Context: an optimization exercise on an open-source flow, tuned for small area and a short achievable clock period. The choices shown serve that exercise and are no tape-out recipe. Function was checked by simulation only, so behaviour that the tests miss may differ from the original. Power figures rest on the tool's default switching activity, not on a simulated workload.

## flow/design.v (module list and top-level ports; edited modules follow where they fit)
// module FP32Mul_fa: 4 lines
// module FP32Mul_ha: 4 lines
// module FP32Mul_bsel: 3 lines
// module FP32Mul_add: 221 lines
// module FP32Mul_shr: 150 lines
// module FP32Mul_lzc: 60 lines
// module FP32Multi: 1384 lines
module FP32Multi
(
    input         clk,
    input         input_valid,
    input [31:0]  x1,
    input [31:0]  x2,
    output [31:0] y,
    output reg    out_valid
);
  // ...
==> flow/flow/run.sh <==
#!/bin/bash
# Layout flow: the standard ORFS flow, with synthesis mapped by the ABC
# script in flow/abc.script (no ABC-side buffering/sizing; OpenROAD sizes
# the gates after placement) at a tighter ABC delay target.
set -euo pipefail
HERE=$(pwd)
ABC_D=${ABC_D:-$(cat flow/abc_d.txt 2>/dev/null || echo 3300)}
{
  cat <<'EOT'
proc abc {args} {
  set new {}
  set skip 0
  foreach a $args {
    if {$skip} { set skip 0; continue }
    if {$a eq "-script"} { lappend new -script $::env(MY_ABC_SCRIPT); set skip 1; continue }
    if {$a eq "-D"} { lappend new -D $::env(MY_ABC_D); set skip 1; continue }
    lappend new $a
  }
  puts "flow abc: $new"
  yosys abc {*}$new
}
EOT
  cat synth_recipe.tcl
} > my_synth.tcl
# optional extra ORFS settings
[ -f flow/env.sh ] && source flow/env.sh
export MY_ABC_SCRIPT=$HERE/flow/abc.script
export MY_ABC_D=$ABC_D
sed "s#SYNTH_SCRIPT=[^ ]*#SYNTH_SCRIPT=$HERE/my_synth.tcl#" standard.sh > my_standard.sh
bash my_standard.sh > flow_make.log 2>&1
==> flow/flow/abc.script <==
&get -n
&st
&dch
&nf -R 1000
&put
topo
stime -c
==> flow/flow/env.sh <==
export BUFFER_PORTS_ARGS="-buffer_cell sky130_fd_sc_hd__buf_1"
==> flow/standard.sh <==
#!/bin/bash
# synth_recipe.tcl (not shown) runs the flow's synth.tcl, then flattens the netlist and writes it again
# the make line also repeats each setting of config.mk as NAME=value (left out here)
make -C /OpenROAD-flow-scripts/flow DESIGN_CONFIG=/design/flow/config.mk WORK_HOME=/design/flow/orfs CLKGATE_MAP_FILE= SYNTH_SCRIPT=/design/flow/synth_recipe.tcl "${@:-finish}"
==> flow/config.mk <==
export PLATFORM = sky130hd
export DESIGN_NAME = FP32Multi
export DESIGN_NICKNAME = FP32Multi
export VERILOG_FILES = /design/flow/design.v
export SDC_FILE = /design/flow/constraint.sdc
export NUM_CORES = 4
export LEC_CHECK = 0
export CAP_MARGIN = 20
export CORE_MARGIN = 2
export CORE_UTILIZATION = 60
export PLACE_DENSITY = 0.72
export SETUP_SLACK_MARGIN = 5
export SLEW_MARGIN = 20
export SYNTH_HIERARCHICAL = 1
export TNS_END_PERCENT = 0
==> flow/constraint.sdc <==
create_clock -name core_clock -period 8.5 [get_ports {clk}]
set_input_delay 1.7000 -clock core_clock [delete_from_list [all_inputs] [get_ports {clk}]]
set_output_delay 1.7000 -clock core_clock [all_outputs]
set_load 0.01 [all_outputs]
==> flow_summary.toml, run 1 <==
[placement]
place_area_sq_um = 23380
gp_congestion = 0.9470
io_buffer_count = 98

[synthesis]
yosysSeqAreaShare_pct = 23.76
synth_ff_type = "dfxtp_1"
yosysMostFrequentCell = "xnor2_1"
netlist_area_sq_um = 21990
async_reset_ff_share_pct = 0
synthXorXnorAreaFrac_pct = 14.57
yosysWarnings = 7
synth_top_family_by_area = "adder cells"
syn_inst = 2134
synth_cell_types = 45
synth_top_cell_area_share_pct = 24.57

[min_path]
hp-class = "reg2reg"

[pwr]
power.total_mw = 10.87
pwr-share-seq_pct = 18.9
p_int_mw = 5.757

[critical_path]
crit_start = "m1_1[15]$_DFF_P_"
cp.depth = 8
critPathLaunchType = "register"
critPathSlowestCell = "fa_1"
worst-path-buf-inv = 1
cp_max_fo = 25

[sta]
min_period_ns = 3.545
setup_viol = 0

[status]
status = "complete, no violations"

[floorplanning]
fp-row-count = 70
fp.dieH_um = 195.5

[cells_and_area]
fin_nets = 2807
multi_input_area_share_pct = 65.94
drive_above_1_share_pct = 10.45
buffer_area_share_pct = 5.852
n_all_buffers = 182

[clock_tree]
post-cts-setup-buffers = 13
==> run 2: changes to the inputs <==
--- a/flow/design.v
+++ b/flow/design.v
@@ -1754,24 +1754,28 @@
     wire s951, c952;
     FP32Mul_fa u_s951 (.a(c854), .b(s855), .c(c950), .s(s951), .co(c952));
     wire s953, c954;
     FP32Mul_fa u_s953 (.a(c856), .b(s857), .c(c952), .s(s953), .co(c954));
     wire [41:0] sa_1 = {c940, c938, c936, c934, c932, c930, c928, c926, c924, c922, c920, c918, c916, c914, c912, c910, c908, c906, c904, c902, c900, c898, c896, c894, c892, c890, c888, c886, c884, c882, c880, c878, c876, c874, c872, c870, c868, c866, c864, c862, c860, c858};
     wire [41:0] sb_1 = {s941, s939, s937, s935, s933, s931, s929, s927, s925, s923, s921, s919, s917, s915, s913, s911, s909, s907, s905, s903, s901, s899, s897, s895, s893, s891, s889, s887, s885, s883, s881, s879, s877, s875, s873, s871, s869, s867, s865, s863, s861, s859};
     wire [5:0] plo_1 = {s953, s951, s949, s947, s945, s943};
     wire cin_1 = c954;
-wire [8:0]  es_f   = es_1 + {8'd0, ~m1_1[23] | ~top_1};
-wire [9:0]  d      = {1'b0, es_f} + 10'd64 - {5'b0, lz_1};
-wire        sub_sel = ~inf_1 & (zero_1 | (d <= 10'd191));
-wire [9:0]  shs    = 10'd150 - {1'b0, es_f};
-wire [5:0]  sh     = sub_sel ? ((|shs[9:6]) ? 6'd63 : shs[5:0]) : (6'd23 - {1'b0, lz_1});
-wire        big    = inf_1 | (~sub_sel & (d >= 10'd446));
-wire [7:0]  dm     = d[7:0] - 8'd190;
-wire [7:0]  ex     = sub_sel ? {7'd0, d == 10'd191} : dm;
+wire        cin_e  = ~m1_1[23] | ~top_1;
+wire [9:0]  u      = {1'b0, es_1} + 10'd64 - {5'b0, lz_1};
+wire        sub_sel = ~inf_1 & (zero_1 | (cin_e ? (u <= 10'd190) : (u <= 10'd191)));
+wire [9:0]  shs0   = 10'd150 - {1'b0, es_1};
+wire [9:0]  shs1   = 10'd149 - {1'b0, es_1};
+wire [5:0]  shc0   = (|shs0[9:6]) ? 6'd63 : shs0[5:0];
+wire [5:0]  shc1   = (|shs1[9:6]) ? 6'd63 : shs1[5:0];
+wire [5:0]  sh     = sub_sel ? (cin_e ? shc1 : shc0) : (6'd23 - {1'b0, lz_1});
+wire        big    = inf_1 | (~sub_sel & (cin_e ? (u >= 10'd445) : (u >= 10'd446)));
+wire [7:0]  dm     = u[7:0] + (cin_e ? 8'd67 : 8'd66);
+wire        e0is1  = cin_e ? (u == 10'd190) : (u == 10'd191);
+wire [7:0]  ex     = sub_sel ? {7'd0, e0is1} : dm;
 reg [42-1:0] sa_2, sb_2;
 reg [6-1:0] plo_2;
 reg        cin_2;
 reg [5:0]  sh_2;
 reg [7:0]  ex_2;
 reg        big_2, s_2, v_2;
 always @(posedge clk) begin
     sa_2   <= sa_1;
==> flow/flow/abc.script (replaced) <==
&get -n
&st
&dch
&nf -R 50
&put
topo
stime -c
==> run 2 against run 1 <==
Effect of this change: synthesized cell count down 1.6%; routed wire length down 3.0%; critical path depth unchanged; cell count down 1.8%; fmax up 0.21%; critical path type unchanged; largest cell class unchanged.
==> flow_summary.toml, run 2 <==
[route]
drt_first_iter_violations = 2304
wirelength_um = 68290
viasPerCell = 6.588
drc = 0
wl_per_cell_um = 24.47
dr.pass1.iters = 9
ant_nets = 0
num_vias = 18386

[synthesis]
syn_inst = 2100
synthSimpleGateAreaFrac_pct = 8.384
synth_top_family_by_area = "adder cells"
synth-edff-count = 0
synthXorXnorAreaFrac_pct = 14.54
synth_top_cell_area_share_pct = 24.19
syn_nets = 2557
synth-adder-area-share_pct = 30.97
synth_cell_types = 46
netlist_area_sq_um = 22340
synth-compound-area-share_pct = 15.69
synthTopCellsByCount = "xnor2_1 (346), a22oi_1 (287), fa_1 (270)"
yosysWarnings = 7
synth_ff_type = "dfxtp_1"
yosysSeqAreaShare_pct = 23.39
async_reset_ff_share_pct = 0
yosysMostFrequentCell = "xnor2_1"
synth_area_leaders = "fa_1 (24%), dfxtp_1 (23%), xnor2_1 (14%)"
yosys.area.top_type = "fa_1"
muxShareOfSynthArea_pct = 5.550
ys_ff_latch = 261
avgSynthCellArea_sq_um = 10.64

[critical_path]
cp_max_fo = 25
required_ns = 8.96
critPathLaunchType = "register"
worstSetupPathType = "reg2reg"
crit_start = "m1_1[15]$_DFF_P_"
r2r-end = "sb_2[16]$_DFF_P_"
r2r_slack_ns = 4.96
regToRegStartpoint = "m1_1[15]$_DFF_P_"
reg2reg_depth = 8
cp-end-kind = "register"
arrival_ns = 4.00

[clock_tree]
cts_tree = "yes"
htreeDepth = 1
ctsHoldBuffers = 0
clk_latency_ns = 0.59
cts_root_buffer = "clkbuf_16"
cts_sinks = 261
cts_max_path_buffers = 3
cts.clk_slew.worst_paths_ns = 0.06
cts_buffers = 29

[sta]
fin_ws_ns = 4.963
max_slew_margin_pct = 30.93
rsz0062_at_grt = "true"
fin_skew_ns = 0.01441
fin_tns_setup_ns = 0
min_period_ns = 3.537
setup_viol = 0
timing.fmax_ghz = 0.2827
final_hold_viol_count = 0
worstMarginPinSlew_ns = 1.036
hold_ws_ns = 0.3255
post-route-period-util_pct = 41.61
final_max_slew_viol_count = 0

[floorplanning]
dieWidth_um = 197.0
fp-row-count = 70
fp.dieH_um = 197.0
die-area_sq_um = 38800
core_area_sq_um = 36610
pin_count = 99
floorplan.initialDensity_pct = 61.03

[cells_and_area]
drive_above_1_share_pct = 8.480
top_regs = "sa_2: 42 flops, sb_2: 42 flops, y_4: 32 flops"
final_cell_mix = "xnor2_1 (341), a22oi_1 (283), fa_1 (267), dfxtp_1 (232), ha_1 (120)"
fin_nets = 2758
regArea_sq_um = 5301
final_util_pct = 70.28
diodes = 0
area_growth_pct = 15.17
multi_input_area_sq_um = 17040
final_common_cell = "xnor2_1"
fillers = 2700

[grt]
antenna_found_initial = 0
grt_max_degree = 57
gr-total-overflow = 0
grt_use_total_pct = 34.46
grt_pass1_wl_um = 103900
grt_pass1_vias = 18677

[job]
max_cap_violations = 0

[placement]
hpwl_um = 44100
gp_congestion = 0.9626
io_buffer_count = 98
place_ws_ns = 4.295

[status]
status = "complete, no violations"

[pwr]
max-vdd-ir-drop_mv = 0.2137
p_per_area_nw_per_um2 = 409.9
leakagePower_nw = 9.916

[min_path]
whs_path_depth = 0
worstHoldEndpoint = "s_3$_DFF_P_"
hp-class = "reg2reg"
hold_path_startpoint = "s_2$_DFF_P_"
## run 2: changes by cell type after synthesis, sizes merged, moves of 9 or more
cell / before / now
a211oi: 33 / 5
nor2: 86 / 47
nor2b: 43 / 26
nand3b: 10 / 20
nand2: 130 / 105
nand2b: 14 / 30
o211ai: 1 / 10
a21oi: 113 / 83
and2: 17 / 37
o21ai: 85 / 55
a22oi: 276 / 287
mux2i: 39 / 89
nand3: 30 / 19
## run 2: power by group
part           switching, mW  internal, mW
Combinational           4.02          3.15
Clock                  0.529         0.791
Sequential             0.265          1.79
## run 2: critical path, stage by stage (launching register included)
cell,delay [ns]
dfxtp_1,0.35
buf_8,0.25
a22oi_1,0.15
xnor2_1,0.17
fa_1,0.59
fa_1,0.46
fa_1,0.42
fa_2,0.60
fa_1,0.42
## run 2: worst max-delay path by stage
stage,endpoint,slack (ns),depth (start not counted)
after floorplan,sh_2[3]$_DFF_P_,4.86,15
after global placement,w4_3[0]$_DFF_P_,4.36,14
after detailed placement,w4_3[0]$_DFF_P_,4.30,14
after CTS,sb_2[25]$_DFF_P_,4.94,8
after global routing,sb_2[24]$_DFF_P_,4.96,8
final,sb_2[16]$_DFF_P_,4.96,8
## run 2: logic make-up after synthesis
family                   Yosys count
AO/OA/AOI/OAI                    510
XOR/XNOR                         371
adder cells (fa/ha/maj)          391
buffers and inverters             88
flip-flops                       261
multiplexers                     117
AND/OR/NAND/NOR                  362
## run 2: what timing repair did
item	4_1_cts	5_1_grt
setup buffers	5	11
gates resized for setup	46	121
setup endpoints to repair	93	76
pin swaps	5	19
gates cloned	1	4
hold endpoints to repair	0	0
## run 2: layout make-up
type / count / area share [%]
inverters: 88 / 1.289
clock inverters: 13 / 0.6857
repair buffers: 169 / 5.612
flip-flops and latches: 261 / 20.60
well taps: 468 / 2.276
clock buffers: 40 / 3.292
multi-input cells: 1752 / 66.24
## run 2: layer usage
metal / wire length [um] / track usage, %
met1: 25740 / 45.34
met2: 30390 / 54.21
met3: 9081 / 10.16
met4: 3080 / 12.53
met5: 0 / 0
## run 2: per-module statistics from Yosys (local to each module, per instance)
module	cell area, sq um	cells inside	flip-flops and latches	copies in the design
FP32Mul_bsel	16.27	2	0	276
FP32Mul_add	1649	225	0	1
FP32Mul_lzc	214.0	42	0	2
FP32Multi	8957	795	261	1
FP32Mul_shr	1197	152	0	1
FP32Mul_ha	12.51	1	0	30
FP32Mul_fa	20.02	1	0	262
## run 2: stage by stage
step | instances | instance area, sq um | total power, mW
2_1_floorplan | 2100 | 22360 | 6.691
3_3_place_gp | 2717 | 23700 | 8.447
3_5_place_dp | 2717 | 23700 | 8.691
4_1_cts | 2776 | 24930 | 10.17
5_1_grt | 2791 | 25730 | 11.33
6_report | 2791 | 25730 | 10.55
==> run 3: changes to the inputs <==
==> flow/flow/abc.script (replaced) <==
&get -n
&st
&dch
&nf -R 1000
&put
topo
stime -c
==> run 3 against run 2 <==
Effect of this change: still clean on timing, DRC and antenna; utilization shrank 1.1 points; die area shrank 0.65%; area after synthesis shrank 0.66%; power grew 1.1%; hold slack lost 0.012 ns; clock power grew 5%; worst setup slack gained 0.021 ns; sequential cell count is the same; count of clock-buffer cells in the layout shrank 2; register-to-register slack gained 0.02 ns; sequential share of layout area grew 0.36 points; fmax grew 0.60%; critical endpoint is now sb_2[26]$_DFF_P_; largest cell class unchanged; largest power group unchanged.
==> flow_summary.toml, run 3 <==
[critical_path]
critPathLaunchType = "register"
cp-end-kind = "register"
worstSetupPathType = "reg2reg"
arrival_ns = 3.98
required_ns = 8.96
cp_max_fo = 25

[pwr]
pwr-share-clk_pct = 13.0
p_per_area_nw_per_um2 = 421.6
p_int_mw = 5.697
leakagePower_nw = 9.758
combPwrFrac_pct = 67.5
p_sw_mw = 4.961
pwr-share-seq_pct = 19.5
max-vdd-ir-drop_mv = 0.2047
switching_share_pct = 46.55

[synthesis]
synthTopCellsByCount = "xnor2_1 (344), a22oi_1 (276), fa_1 (270)"
ys_ff_latch = 261
synth_top_cell_area_share_pct = 24.35
netlist_area_sq_um = 22190
syn_nets = 2611
yosys.area.top_type = "fa_1"
yosysSeqAreaShare_pct = 23.54
async_reset_ff_share_pct = 0
synth-edff-count = 0
synth_ff_type = "dfxtp_1"
avgSynthCellArea_sq_um = 10.30
synth_cell_types = 48
yosysMostFrequentCell = "xnor2_1"
synth_area_leaders = "fa_1 (24%), dfxtp_1 (24%), xnor2_1 (14%)"
syn_inst = 2154
yosysWarnings = 7

[status]
status = "complete, no violations"

[cells_and_area]
top_regs = "sa_2: 42 flops, sb_2: 42 flops, y_4: 32 flops"
final_cell_mix = "xnor2_1 (340), a22oi_1 (276), fa_1 (269), dfxtp_1 (238), nand2_1 (133)"
multi_input_area_sq_um = 16850
area_growth_pct = 13.91
final_util_pct = 69.22
finalNonFillerCells = 2846
drive_above_1_share_pct = 7.948
regArea_sq_um = 5299
final_common_cell = "xnor2_1"
diodes = 0
fillers = 2793
fin_nets = 2812

[placement]
hpwl_um = 45070
gp_congestion = 0.9914
place_inst = 2772
io_buffer_count = 98

[clock_tree]
cts_root_buffer = "clkbuf_16"
cts_sinks = 261
cts_buffers = 31
cts_tree = "yes"
cts_max_path_buffers = 3
clk_latency_ns = 0.60
cts.clk_slew.worst_paths_ns = 0.07
htreeDepth = 1
ctsHoldBuffers = 0

[route]
drt_first_iter_violations = 2036
wirelength_um = 68500
wl_per_cell_um = 24.07
dr.pass1.iters = 7
ant_nets = 0
num_vias = 18643
drc = 0
viasPerCell = 6.551

[floorplanning]
pin_count = 99
floorplan.initialDensity_pct = 60.77
core_area_sq_um = 36520
dieWidth_um = 196.3
die-area_sq_um = 38540
fp.dieH_um = 196.3
fp-row-count = 70

[min_path]
hp-class = "reg2reg"

[job]
max_cap_violations = 0

[grt]
antenna_found_initial = 0
grt_use_total_pct = 35.14
grt_pass1_wl_um = 105000
grt_pass1_vias = 19178
grt_max_degree = 51
gr-total-overflow = 0

[sta]
timing.fmax_ghz = 0.2844
rsz0062_at_grt = "true"
fin_tns_setup_ns = 0
post-route-period-util_pct = 41.36
min_period_ns = 3.516
setup_viol = 0
hold_ws_ns = 0.3133
fin_skew_ns = 0.02368
worstMarginPinSlew_ns = 0.9695
max_slew_margin_pct = 34.77
final_max_slew_viol_count = 0
final_hold_viol_count = 0
[run 3: final cells by class]
class,instances,area share (%)
Multi-Input combinational cell,1804,66.66
Sequential cell,261,20.96
Timing Repair Buffer,167,4.494
Clock buffer,38,3.331
Tap cell,468,2.316
Inverter,90,1.336
Clock inverter,18,0.9057
[run 3: logic make-up after synthesis]
family,share of synthesized area [%]
buffers and inverters,1.522
adders and majority gates,31.18
and+or+nand+nor,8.891
AOI/OAI and AO/OA,16.25
DFF,23.54
xor gates and xnor gates,14.64
muxes,3.975
[run 3: Yosys stat by module, one instance, submodules excluded]
module / area (sq um) / cells / times used / flops+latches
FP32Mul_fa: 20.02 / 1 / 262 / 0
FP32Mul_bsel: 16.27 / 2 / 276 / 0
FP32Multi: 8939 / 796 / 1 / 261
FP32Mul_ha: 12.51 / 1 / 30 / 0
FP32Mul_add: 1649 / 225 / 1 / 0
FP32Mul_lzc: 212.7 / 42 / 2 / 0
FP32Mul_shr: 1071 / 205 / 1 / 0
[run 3: per-stage QoR]
step	setup WS [ns]	area [sq um]	power, mW
4_1_cts	4.908	24760	10.24
5_1_grt	4.945	25280	11.48
3_3_place_gp	4.417	23550	8.492
6_report	4.984	25280	10.66
3_5_place_dp	4.294	23560	8.757
2_1_floorplan	4.882	22210	6.688
[run 3: final timing paths]
check,slack [ns],end,startpoint,cells past startpoint
max,4.98,sb_2[26]$_DFF_P_,m1_1[15]$_DFF_P_,8
min,0.31,ex_3[4]$_DFF_P_,ex_2[4]$_SDFF_PN0_,0
max reg2reg,4.98,sb_2[26]$_DFF_P_,m1_1[15]$_DFF_P_,8
min reg2reg,0.31,ex_3[4]$_DFF_P_,ex_2[4]$_SDFF_PN0_,0
[run 3: timing repair]
item	4_1_cts	5_1_grt
pin swaps	3	14
setup endpoints to repair	83	77
gates cloned	0	1
buffers inserted	4	13
resized for setup	32	96
[run 3: worst max-delay path: stages, from the launching register on]
cell and delay (ns):
dfxtp_1 0.33, buf_6 0.28, a22oi_1 0.16, xnor2_1 0.18
fa_1 0.51, fa_1 0.46, fa_1 0.43, fa_1 0.56
fa_1 0.46
[run 3: per-layer routing]
layer | GRT usage (%) | vias to the layer above | wire, um
met1 | 45.32 | 9088 | 26430
met4 | 13.89 | 0 | 3038
li1 | - | 8108 | -
met2 | 56.58 | 1211 | 31100
met5 | 0 | - | 0
met3 | 9.352 | 236 | 7933
[run 3: power groups by stage]
stage | registers, mW | logic, mW | clock network, mW
final | 2.08 | 7.20 | 1.38
after global routing | 2.11 | 7.92 | 1.45
after CTS | 2.07 | 6.77 | 1.40
after detailed placement | 2.10 | 6.66 | 0
after global placement | 2.09 | 6.40 | 0
after floorplan | 2.14 | 4.55 | 0
==> run 4: changes to the inputs <==
--- a/flow/flow/run.sh
+++ b/flow/flow/run.sh
@@ -1,7 +1,10 @@
 #!/bin/bash
-# Layout flow: the standard ORFS flow, with synthesis mapped by the ABC
-# script in flow/abc.script (no ABC-side buffering/sizing; OpenROAD sizes
-# the gates after placement) at a tighter ABC delay target.
+# Layout flow: the standard ORFS flow (standard.sh) unchanged except for
+#  - synthesis: the same script, but ABC maps with flow/abc.script (area
+#    oriented, no ABC-side buffering or sizing; OpenROAD sizes the gates
+#    after placement);
+#  - flow/env.sh: extra ORFS settings (port buffers are buf_1 cells).
+# All tool output goes to flow_make.log and ORFS's own logs under orfs/logs.
 set -euo pipefail
 HERE=$(pwd)
 ABC_D=${ABC_D:-$(cat flow/abc_d.txt 2>/dev/null || echo 3300)}
--- a/flow/config.mk
+++ b/flow/config.mk
@@ -8,6 +8,8 @@
 export CAP_MARGIN = 20
 export CORE_MARGIN = 2
 export CORE_UTILIZATION = 60
+export CTS_CLUSTER_DIAMETER = 70
+export CTS_CLUSTER_SIZE = 25
 export PLACE_DENSITY = 0.72
 export SETUP_SLACK_MARGIN = 5
 export SLEW_MARGIN = 20
==> run 4 against run 3 <==
Effect of this change: via count about the same; clock skew down 0.0020 ns; highest routed layer is now met5; critical endpoint is now sb_2[19]$_DFF_P_; worst setup slack worse by 0.025 ns; largest cell class unchanged; utilization down 0.33 points.
==> flow_summary.toml, run 4 <==
[grt]
antenna_found_initial = 1
grt_pass1_wl_um = 105100
gr-total-overflow = 0
grt_pass1_vias = 19196
grt_max_degree = 51
grt_use_total_pct = 35.09

[synthesis]
ys_ff_latch = 261
yosys.area.top_type = "fa_1"
yosysWarnings = 7
synth_top_family_by_area = "adder cells"
yosysMostFrequentCell = "xnor2_1"
synthTopCellsByCount = "xnor2_1 (344), a22oi_1 (276), fa_1 (270)"
synthXorXnorAreaFrac_pct = 14.64
syn_nets = 2611
synth_top_cell_area_share_pct = 24.35
avgSynthCellArea_sq_um = 10.30
synth_ff_type = "dfxtp_1"
synthSimpleGateAreaFrac_pct = 8.891
synth-edff-count = 0
async_reset_ff_share_pct = 0
yosysSeqAreaShare_pct = 23.54
synth-compound-area-share_pct = 16.25
muxShareOfSynthArea_pct = 3.975
netlist_area_sq_um = 22190
synth_cell_types = 48
synth_area_leaders = "fa_1 (24%), dfxtp_1 (24%), xnor2_1 (14%)"
syn_inst = 2154
synth-adder-area-share_pct = 31.18

[cells_and_area]
final_common_cell = "xnor2_1"
top_regs = "sa_2: 42 flops, sb_2: 42 flops, y_4: 32 flops"
area_growth_pct = 13.37
diodes = 0
fin_nets = 2803
drive_above_1_share_pct = 7.318
final_cell_mix = "xnor2_1 (340), a22oi_1 (276), fa_1 (268), dfxtp_1 (238), nand2_1 (133)"
fillers = 2809

[placement]
place_ws_ns = 4.294
gp_congestion = 0.9914
io_buffer_count = 98
hpwl_um = 45070

[critical_path]
cp-end-kind = "register"
arrival_ns = 3.97
required_ns = 8.93
critPathLaunchType = "register"
cp_max_fo = 25
worstSetupPathType = "reg2reg"

[floorplanning]
fp-row-count = 70
pin_count = 99
dieWidth_um = 196.3
core_area_sq_um = 36520
fp.dieH_um = 196.3
die-area_sq_um = 38540
floorplan.initialDensity_pct = 60.77

[clock_tree]
cts_buffers = 24
cts_sinks = 261
clk_latency_ns = 0.56
htreeDepth = 1
cts_max_path_buffers = 3
ctsHoldBuffers = 0
cts_tree = "yes"
cts_root_buffer = "clkbuf_16"
cts.clk_slew.worst_paths_ns = 0.09

[sta]
final_max_slew_viol_count = 0
worstMarginPinSlew_ns = 0.9281
fin_ws_ns = 4.959
hold_ws_ns = 0.3225
timing.fmax_ghz = 0.2824
setup_viol = 0
rsz0062_at_grt = "true"
fin_tns_setup_ns = 0
max_slew_margin_pct = 37.56
post-route-period-util_pct = 41.66
final_hold_viol_count = 0
min_period_ns = 3.541
fin_skew_ns = 0.02169

[pwr]
p_per_area_nw_per_um2 = 418.0
combPwrFrac_pct = 68.2
leakagePower_nw = 9.670
p_sw_mw = 5.019
p_int_mw = 5.497
pwr-share-clk_pct = 12.1
switching_share_pct = 47.73
max-vdd-ir-drop_mv = 0.2072
pwr-share-seq_pct = 19.7

[job]
max_cap_violations = 0

[route]
dr.pass1.iters = 7
ant_nets = 0
wirelength_um = 68480
drt_first_iter_violations = 2225
drc = 0
wl_per_cell_um = 24.18
viasPerCell = 6.579
num_vias = 18632

[status]
status = "complete, no violations"

[min_path]
hp-class = "reg2reg"
## run 4: Yosys stat by module, one instance, submodules excluded
module / flops+latches / area, sq um / cells inside
FP32Mul_lzc: 0 / 212.7 / 42
FP32Mul_add: 0 / 1649 / 225
FP32Mul_fa: 0 / 20.02 / 1
FP32Mul_ha: 0 / 12.51 / 1
FP32Mul_bsel: 0 / 16.27 / 2
FP32Mul_shr: 0 / 1071 / 205
FP32Multi: 261 / 8939 / 796
## run 4: power groups by stage
stage          clock network [mW]  registers [mW]  logic (mW)
2_1_floorplan                   0            2.14        4.55
3_3_place_gp                    0            2.09        6.40
3_5_place_dp                    0            2.10        6.66
4_1_cts                      1.29            2.07        6.78
5_1_grt                      1.33            2.10        7.91
6_report                     1.27            2.07        7.18
## run 4: layout make-up
| class | instances | area [sq um] | area share [%] |
|---|---|---|---|
| Timing Repair Buffer | 165 | 1151 | 4.575 |
| Inverter | 90 | 337.8 | 1.343 |
| Tap cell | 468 | 585.6 | 2.327 |
| Clock buffer | 25 | 625.6 | 2.486 |
| Clock inverter | 19 | 306.5 | 1.218 |
| Sequential cell | 261 | 5299 | 21.06 |
| Multi-Input combinational cell | 1804 | 16850 | 66.99 |
## run 4: critical path, cell delays in order (launching register included)
cell	delay, ns
dfxtp_1	0.33
buf_6	0.27
a22oi_1	0.16
xnor2_1	0.26
fa_1	0.48
fa_1	0.52
fa_1	0.44
fa_1	0.45
fa_1	0.46
## run 4: per-layer routing
metal  GRT usage (%)  vias up  part of all wire [%]
met5           1.277        -                 0.095
met4           13.92        2                   4.2
met3           8.544      236                    12
li1                -     8090                     -
met1           45.32     9064                    38
met2           56.88     1240                    46
## run 4: timing repair
action | 4_1_cts | 5_1_grt
setup buffers | 4 | 11
endpoints found under the setup margin | 84 | 74
gates cloned | 0 | 1
pin swaps | 3 | 14
gates resized for setup | 38 | 96
## run 4: kinds of logic after synthesis
| group | after synthesis |
|---|---|
| AO/OA/AOI/OAI | 547 |
| adder cells (fa/ha/maj) | 391 |
| XOR/XNOR | 371 |
| multiplexers | 85 |
| buffers and inverters | 90 |
| flip-flops | 261 |
| AND/OR/NAND/NOR | 409 |
## run 4: path summary, 6_finish.rpt
path / start / to / slack (ns) / cells past startpoint
max: m1_1[7]$_DFF_P_ / sb_2[19]$_DFF_P_ / 4.96 / 8
min: ex_2[5]$_SDFF_PN0_ / ex_3[5]$_DFF_P_ / 0.32 / 0
max reg2reg: m1_1[7]$_DFF_P_ / sb_2[19]$_DFF_P_ / 4.96 / 8
min reg2reg: ex_2[5]$_SDFF_PN0_ / ex_3[5]$_DFF_P_ / 0.32 / 0
## run 4: per-stage QoR
stage	util (%)	instance area (sq um)	instances	power (mW)
finish	68.89	25160	2832	10.52
CTS	67.46	24640	2820	10.13
detailed placement	64.49	23560	2772	8.757
floorplan	-	22210	2154	6.688
global route	68.89	25160	2832	11.34
global placement	64.49	23550	2772	8.492
==> run 5: changes to the inputs <==
--- a/flow/config.mk
+++ b/flow/config.mk
@@ -8,8 +8,8 @@
 export CAP_MARGIN = 20
 export CORE_MARGIN = 2
 export CORE_UTILIZATION = 60
-export CTS_CLUSTER_DIAMETER = 70
-export CTS_CLUSTER_SIZE = 25
+export CTS_CLUSTER_DIAMETER = 100
+export CTS_CLUSTER_SIZE = 30
 export PLACE_DENSITY = 0.72
 export SETUP_SLACK_MARGIN = 5
 export SLEW_MARGIN = 20
==> run 5 against run 4 <==
Effect of this change: still clean; power shrank 4.7%; hold slack gained 0.014 ns; count of clock-buffer cells in the layout shrank 10; critical endpoint is now sb_2[26]$_DFF_P_; highest routed layer unchanged.
==> flow_summary.toml, run 5 <==
[sta]
post-route-period-util_pct = 41.83
setup_viol = 0
final_hold_viol_count = 0
final_max_slew_viol_count = 0
min_period_ns = 3.555
hold_ws_ns = 0.3368
rsz0062_at_grt = "true"
fin_tns_setup_ns = 0
fin_ws_ns = 4.945
max_slew_margin_pct = 37.03
timing.fmax_ghz = 0.2813
worstMarginPinSlew_ns = 0.9359
fin_skew_ns = 0.02130

[critical_path]
cpLargestDelayFamily = "adder cells"
cp-end-kind = "register"
required_ns = 8.89
r2r_slack_ns = 4.94
arrival_ns = 3.95
worstSetupPathType = "reg2reg"
crit_chain = "buf_8 > a22oi_1 > xnor2_1 > fa_1 > fa_1 > fa_1 > fa_1 > fa_1"
r2r-end = "sb_2[26]$_DFF_P_"
regToRegStartpoint = "one_1[4]$_DFF_P_"
worst-path-buf-inv = 1
critPathMaxStageDelay_ns = 0.53
crit_path_frequent_cell = "fa_1"
cp_max_fo = 24
critPathSlowestCell = "fa_1"
critPathLaunchType = "register"
reg2reg_depth = 8

[synthesis]
async_reset_ff_share_pct = 0
yosysMostFrequentCell = "xnor2_1"
syn_inst = 2154
synthTopCellsByCount = "xnor2_1 (344), a22oi_1 (276), fa_1 (270)"
syn_nets = 2611
yosysWarnings = 7
synth_top_cell_area_share_pct = 24.35
netlist_area_sq_um = 22190
yosysSeqAreaShare_pct = 23.54
synth-edff-count = 0
synth_area_leaders = "fa_1 (24%), dfxtp_1 (24%), xnor2_1 (14%)"
synth_cell_types = 48
yosys.area.top_type = "fa_1"
synth_ff_type = "dfxtp_1"
ys_ff_latch = 261
avgSynthCellArea_sq_um = 10.30

[floorplanning]
die-area_sq_um = 38540
fp.dieH_um = 196.3
fp-row-count = 70
pin_count = 99
floorplan.initialDensity_pct = 60.77
core_area_sq_um = 36520
dieWidth_um = 196.3

[pwr]
p_per_area_nw_per_um2 = 406.8
pwr-share-clk_pct = 8.0
leakagePower_nw = 9.415
pwr-share-seq_pct = 20.7
switching_share_pct = 48.34
combPwrFrac_pct = 71.3
max-vdd-ir-drop_mv = 0.1738
power.total_mw = 10.02
p_sw_mw = 4.844
p_int_mw = 5.176

[min_path]
worstHoldEndpoint = "v_3$_DFF_P_"
hp-class = "reg2reg"
whs_path_depth = 0
hold_path_startpoint = "v_2$_DFF_P_"

[placement]
hpwl_um = 45070
io_buffer_count = 98
gp_congestion = 0.9914
place_ws_ns = 4.294
place_inst = 2772

[grt]
grt_pass1_wl_um = 103900
antenna_found_initial = 0
grt_use_total_pct = 34.69
gr-total-overflow = 0
grt_pass1_vias = 19039
grt_max_degree = 51

[route]
wl_per_cell_um = 24.00
num_vias = 18519
wirelength_um = 67370
drc = 0
viasPerCell = 6.597
drt_first_iter_violations = 2222
ant_nets = 0
dr.pass1.iters = 6

[clock_tree]
ctsHoldBuffers = 0
cts_sinks = 261
htreeDepth = 1
cts_root_buffer = "clkbuf_16"
cts_tree = "yes"
cts_max_path_buffers = 3
cts_buffers = 14
cts.clk_slew.worst_paths_ns = 0.11
clk_latency_ns = 0.53

[cells_and_area]
final_common_cell = "xnor2_1"
diodes = 0
area_growth_pct = 10.99
fin_nets = 2790
drive_above_1_share_pct = 6.242
top_regs = "sa_2: 42 flops, sb_2: 42 flops, y_4: 32 flops"
finalNonFillerCells = 2807
final_cell_mix = "xnor2_1 (339), a22oi_1 (276), fa_1 (269), dfxtp_1 (238), nand2_1 (132)"

[status]
status = "complete, no violations"

[job]
max_cap_violations = 0
run 5: cell counts after synthesis:
Identical to the previous run, type by type.
run 5: worst max-delay path by stage:
stage | from | end | slack (ns) | depth (start not counted)
after CTS | two_1[3]$_DFF_P_ | sb_2[21]$_DFF_P_ | 4.90 | 7
final | one_1[4]$_DFF_P_ | sb_2[26]$_DFF_P_ | 4.94 | 8
after global placement | es_1[0]$_DFF_P_ | sh_2[3]$_DFF_P_ | 4.42 | 16
after floorplan | es_1[0]$_DFF_P_ | sh_2[5]$_DFF_P_ | 4.88 | 15
after global routing | m1_1[11]$_DFF_P_ | sb_2[22]$_DFF_P_ | 4.88 | 8
after detailed placement | es_1[0]$_DFF_P_ | sh_2[3]$_DFF_P_ | 4.29 | 16
run 5: power groups by stage:
| stage | registers, mW | logic, mW | clock network, mW |
|---|---|---|---|
| 6_report | 2.07 | 7.15 | 0.803 |
| 5_1_grt | 2.11 | 7.87 | 0.852 |
| 4_1_cts | 2.07 | 6.77 | 0.811 |
| 3_5_place_dp | 2.10 | 6.66 | 0 |
| 3_3_place_gp | 2.09 | 6.40 | 0 |
| 2_1_floorplan | 2.14 | 4.55 | 0 |
run 5: final cells by class:
cell class	instances	area, sq um
Sequential cell	261	5299
Clock buffer	15	375.4
Tap cell	468	585.6
Inverter	90	337.8
Fill cell	2877	11890
Clock inverter	7	88.84
Multi-Input combinational cell	1804	16860
Timing Repair Buffer	162	1090
run 5: stage by stage:
stage / area [sq um] / utilization, %
after CTS: 24170 / 66.17
after global placement: 23550 / 64.49
after detailed placement: 23560 / 64.49
after floorplan: 22210 / -
final: 24630 / 67.45
after global routing: 24630 / 67.45
run 5: modules after synthesis (local to each module, per instance):
module | times used | area (sq um)
FP32Multi | 1 | 8939
FP32Mul_add | 1 | 1649
FP32Mul_shr | 1 | 1071
FP32Mul_lzc | 2 | 212.7
FP32Mul_fa | 262 | 20.02
FP32Mul_bsel | 276 | 16.27
FP32Mul_ha | 30 | 12.51
run 5: kinds of logic (layout without fill, tap and decap cells):
kind of cell,after synthesis,after routing,synth area share (%)
compound gates,547,548,16.25
xor+xnor,371,371,14.64
fa+ha+maj,391,391,31.18
buf+inv,90,274,1.522
flops,261,261,23.54
mux,85,85,3.975
simple gates,409,409,8.891
run 5: timing repair:
| item | 4_1_cts | 5_1_grt |
|---|---|---|
| cloned | 0 | 1 |
| resized for setup | 36 | 92 |
| setup buffers | 4 | 8 |
| setup endpoints to repair | 85 | 77 |
| pin swaps | 3 | 9 |
run 5: per-layer routing:
layer / wire [um] / global-route usage (%) / up-vias
met5: 57 / 1.277 / -
met4: 2552 / 13.19 / 2
met3: 7766 / 7.977 / 236
met2: 30930 / 56.37 / 1289
met1: 26060 / 45.22 / 8947
li1: - / - / 8045
==> run 6: changes to the inputs <==
--- a/flow/config.mk
+++ b/flow/config.mk
@@ -7,10 +7,10 @@
 export LEC_CHECK = 0
 export CAP_MARGIN = 20
 export CORE_MARGIN = 2
-export CORE_UTILIZATION = 60
+export CORE_UTILIZATION = 65
 export CTS_CLUSTER_DIAMETER = 100
 export CTS_CLUSTER_SIZE = 30
-export PLACE_DENSITY = 0.72
+export PLACE_DENSITY = 0.78
 export SETUP_SLACK_MARGIN = 5
 export SLEW_MARGIN = 20
 export SYNTH_HIERARCHICAL = 1
==> run 6 against run 5 <==
Effect of this change: worst setup slack got worse by 0.020 ns; still clean; non-clock buffer count rose by 14; global-route usage rose by 3.1 points; sequential cell count did not move; hold slack got worse by 0.0025 ns; largest cell class unchanged; fmax fell by 0.57%; count of clock-buffer cells in the layout fell by 1.
==> flow_summary.toml, run 6 <==
[placement]
gp_congestion = 0.9201
place_area_sq_um = 23570
io_buffer_count = 98
hpwl_um = 44440

[critical_path]
cp_max_fo = 25
cp-end-kind = "register"
arrival_ns = 3.96
required_ns = 8.89
worstSetupPathType = "reg2reg"
critPathLaunchType = "register"

[min_path]
hp-class = "reg2reg"

[synthesis]
muxShareOfSynthArea_pct = 3.975
synth-edff-count = 0
async_reset_ff_share_pct = 0
ys_ff_latch = 261
yosysSeqAreaShare_pct = 23.54
synth_cell_types = 48
netlist_area_sq_um = 22190
yosys.area.top_type = "fa_1"
synthSimpleGateAreaFrac_pct = 8.891
yosysMostFrequentCell = "xnor2_1"
syn_inst = 2154
synthTopCellsByCount = "xnor2_1 (344), a22oi_1 (276), fa_1 (270)"
avgSynthCellArea_sq_um = 10.30
yosysWarnings = 7
synth_area_leaders = "fa_1 (24%), dfxtp_1 (24%), xnor2_1 (14%)"
synth-adder-area-share_pct = 31.18
synthXorXnorAreaFrac_pct = 14.64
syn_nets = 2611
synth_top_family_by_area = "adder cells"
synth_top_cell_area_share_pct = 24.35
synth_ff_type = "dfxtp_1"
synth-compound-area-share_pct = 16.25

[route]
dr.pass1.iters = 7
wirelength_um = 67990
num_vias = 18884
drt_first_iter_violations = 2477
ant_nets = 0
viasPerCell = 6.749
wl_per_cell_um = 24.30
drc = 0

[grt]
gr-total-overflow = 0
grt_pass1_vias = 19579
grt_max_degree = 51
grt_pass1_wl_um = 105200
grt_use_total_pct = 37.75
antenna_found_initial = 1

[pwr]
p_per_area_nw_per_um2 = 410.5
max-vdd-ir-drop_mv = 0.1940
power.total_mw = 10.22
leakagePower_nw = 9.539

[cells_and_area]
finalInstanceArea_sq_um = 24890
top_regs = "sa_2: 42 flops, sb_2: 42 flops, y_4: 32 flops"
final_common_cell = "xnor2_1"
diodes = 0
final_cell_mix = "xnor2_1 (337), a22oi_1 (276), fa_1 (267), dfxtp_1 (243), nand2_1 (131)"
regArea_sq_um = 5280
fin_nets = 2803
fillers = 2453
drive_above_1_share_pct = 7.787
multi_input_area_sq_um = 16960
area_growth_pct = 12.14

[sta]
fin_tns_setup_ns = 0
worstMarginPinSlew_ns = 0.9497
final_hold_viol_count = 0
timing.fmax_ghz = 0.2797
rsz0062_at_grt = "true"
post-route-period-util_pct = 42.06
max_slew_margin_pct = 36.11
final_max_slew_viol_count = 0
setup_viol = 0
min_period_ns = 3.575
fin_skew_ns = 0.02605

[floorplanning]
floorplan.initialDensity_pct = 66.02
fp-row-count = 67
pin_count = 99
fp.dieH_um = 188.8
dieWidth_um = 188.8
die-area_sq_um = 35640
core_area_sq_um = 33620

[clock_tree]
cts_buffers = 13
cts.clk_slew.worst_paths_ns = 0.12
cts_root_buffer = "clkbuf_16"
htreeDepth = 1
cts_max_path_buffers = 3
cts_tree = "yes"
clk_latency_ns = 0.52
cts_sinks = 261
ctsHoldBuffers = 0

[job]
max_cap_violations = 0

[status]
status = "complete, no violations"
[run 6: path summary, 6_finish.rpt]
kind / from / endpoint / slack (ns) / depth (start not counted)
worst min register to register: ex_2[0]$_DFF_P_ / ex_3[0]$_DFF_P_ / 0.33 / 0
worst min-delay path: ex_2[0]$_DFF_P_ / ex_3[0]$_DFF_P_ / 0.33 / 0
worst max-delay path: m1_1[11]$_DFF_P_ / sa_2[25]$_DFF_P_ / 4.92 / 8
worst max register to register: m1_1[11]$_DFF_P_ / sa_2[25]$_DFF_P_ / 4.92 / 8
[run 6: cell families after synthesis]
group / after synthesis
mux: 85
compound gates: 547
flops: 261
fa+ha+maj: 391
simple gates: 409
xor+xnor: 371
buf+inv: 90
[run 6: power breakdown]
part           switching, mW  total, mW  internal, mW  leakage (nW)
clock                  0.428      0.732         0.304         0.195
sequential             0.270       2.06          1.79          2.20
combinational           4.25       7.42          3.18          7.15
[run 6: layout make-up]
class	count	share of cell area, %
multi-input cells	1804	68.13
flip-flops and latches	261	21.21
well taps	448	2.252
repair buffers	176	5.454
clock inverters	5	0.2262
inverters	90	1.357
clock buffers	14	1.362
[run 6: stage by stage]
| stage | setup WS [ns] | util, % | hold slack [ns] | cells |
|---|---|---|---|---|
| 2_1_floorplan | 4.882 | - | 0.3096 | 2154 |
| 3_3_place_gp | 4.484 | 70.10 | 0.3095 | 2757 |
| 3_5_place_dp | 4.327 | 70.10 | 0.3121 | 2757 |
| 4_1_cts | 4.954 | 71.65 | 0.3277 | 2779 |
| 5_1_grt | 4.897 | 74.04 | 0.3388 | 2798 |
| 6_report | 4.925 | 74.04 | 0.3343 | 2798 |
[run 6: worst max-delay path, stage by stage, from the launching register on]
cell and delay (ns):
dfxtp_1 0.34, buf_6 0.28, a22oi_1 0.16, xnor2_1 0.32
fa_1 0.52, fa_1 0.41, fa_1 0.48, fa_1 0.47
fa_1 0.45
[run 6: layer usage]
metal  global-route usage, %  vias up  wire (um)
li1                        -     8053          -
met1                   47.84     9049      24930
met2                   60.10     1428      30150
met3                   11.19      354       9301
met4                   16.65        0       3603
met5                       0        -          0
[run 6: what timing repair did]
| item | in CTS | in global routing |
|---|---|---|
| cloned | 0 | 3 |
| pin swaps | 2 | 26 |
| buffers inserted | 3 | 16 |
| gates resized for setup | 27 | 162 |
| setup endpoints to repair | 83 | 75 |
[run 6: Yosys stat by module (local to each module, per instance)]
module,area [sq um],copies in the design
FP32Multi,8939,1
FP32Mul_lzc,212.7,2
FP32Mul_add,1649,1
FP32Mul_bsel,16.27,276
FP32Mul_shr,1071,1
FP32Mul_ha,12.51,30
FP32Mul_fa,20.02,262

-- afterwards: timing with drivers on the ports --
The results above use ideal ports. As a check the final layouts listed here were re-extracted and re-timed, cells and wires unchanged.
Step 1 sets driving cells, clkbuf_16 on the clock port and buf_2 on the other inputs (assumed; they add their load-dependent delay and slew).
Step 2, shift: input delay + t, output delay - t, t = (earliest + latest rising clock arrival at the registers) / 2. This alone moves slack from input paths to output paths.
a / b / c = ideal / step 1 / step 2; a / b = the first two.
run | shift t [ns] | setup slack, ns | clock arrival spread, ns | cell pins on the clock port's net
run 1 | 0.640 | 4.955 / 4.955 / 4.762 | 0.029 / 0.030 | 1
run 2 | 0.631 | 4.963 / 4.963 / 4.963 | 0.014 / 0.014 | 1
run 3 | 0.646 | 4.984 / 4.984 / 4.913 | 0.025 / 0.024 | 1
run 4 | 0.608 | 4.959 / 4.959 / 4.911 | 0.022 / 0.022 | 1
run 5 | 0.573 | 4.945 / 4.945 / 4.885 | 0.022 / 0.021 | 1
run 6 | 0.567 | 4.925 / 4.925 / 4.925 | 0.027 / 0.028 | 1
After both steps every run listed still meets setup and hold. The setup slack of run 1, which loses most, moves by 0.000 ns with the drivers and by -0.193 ns with both steps.
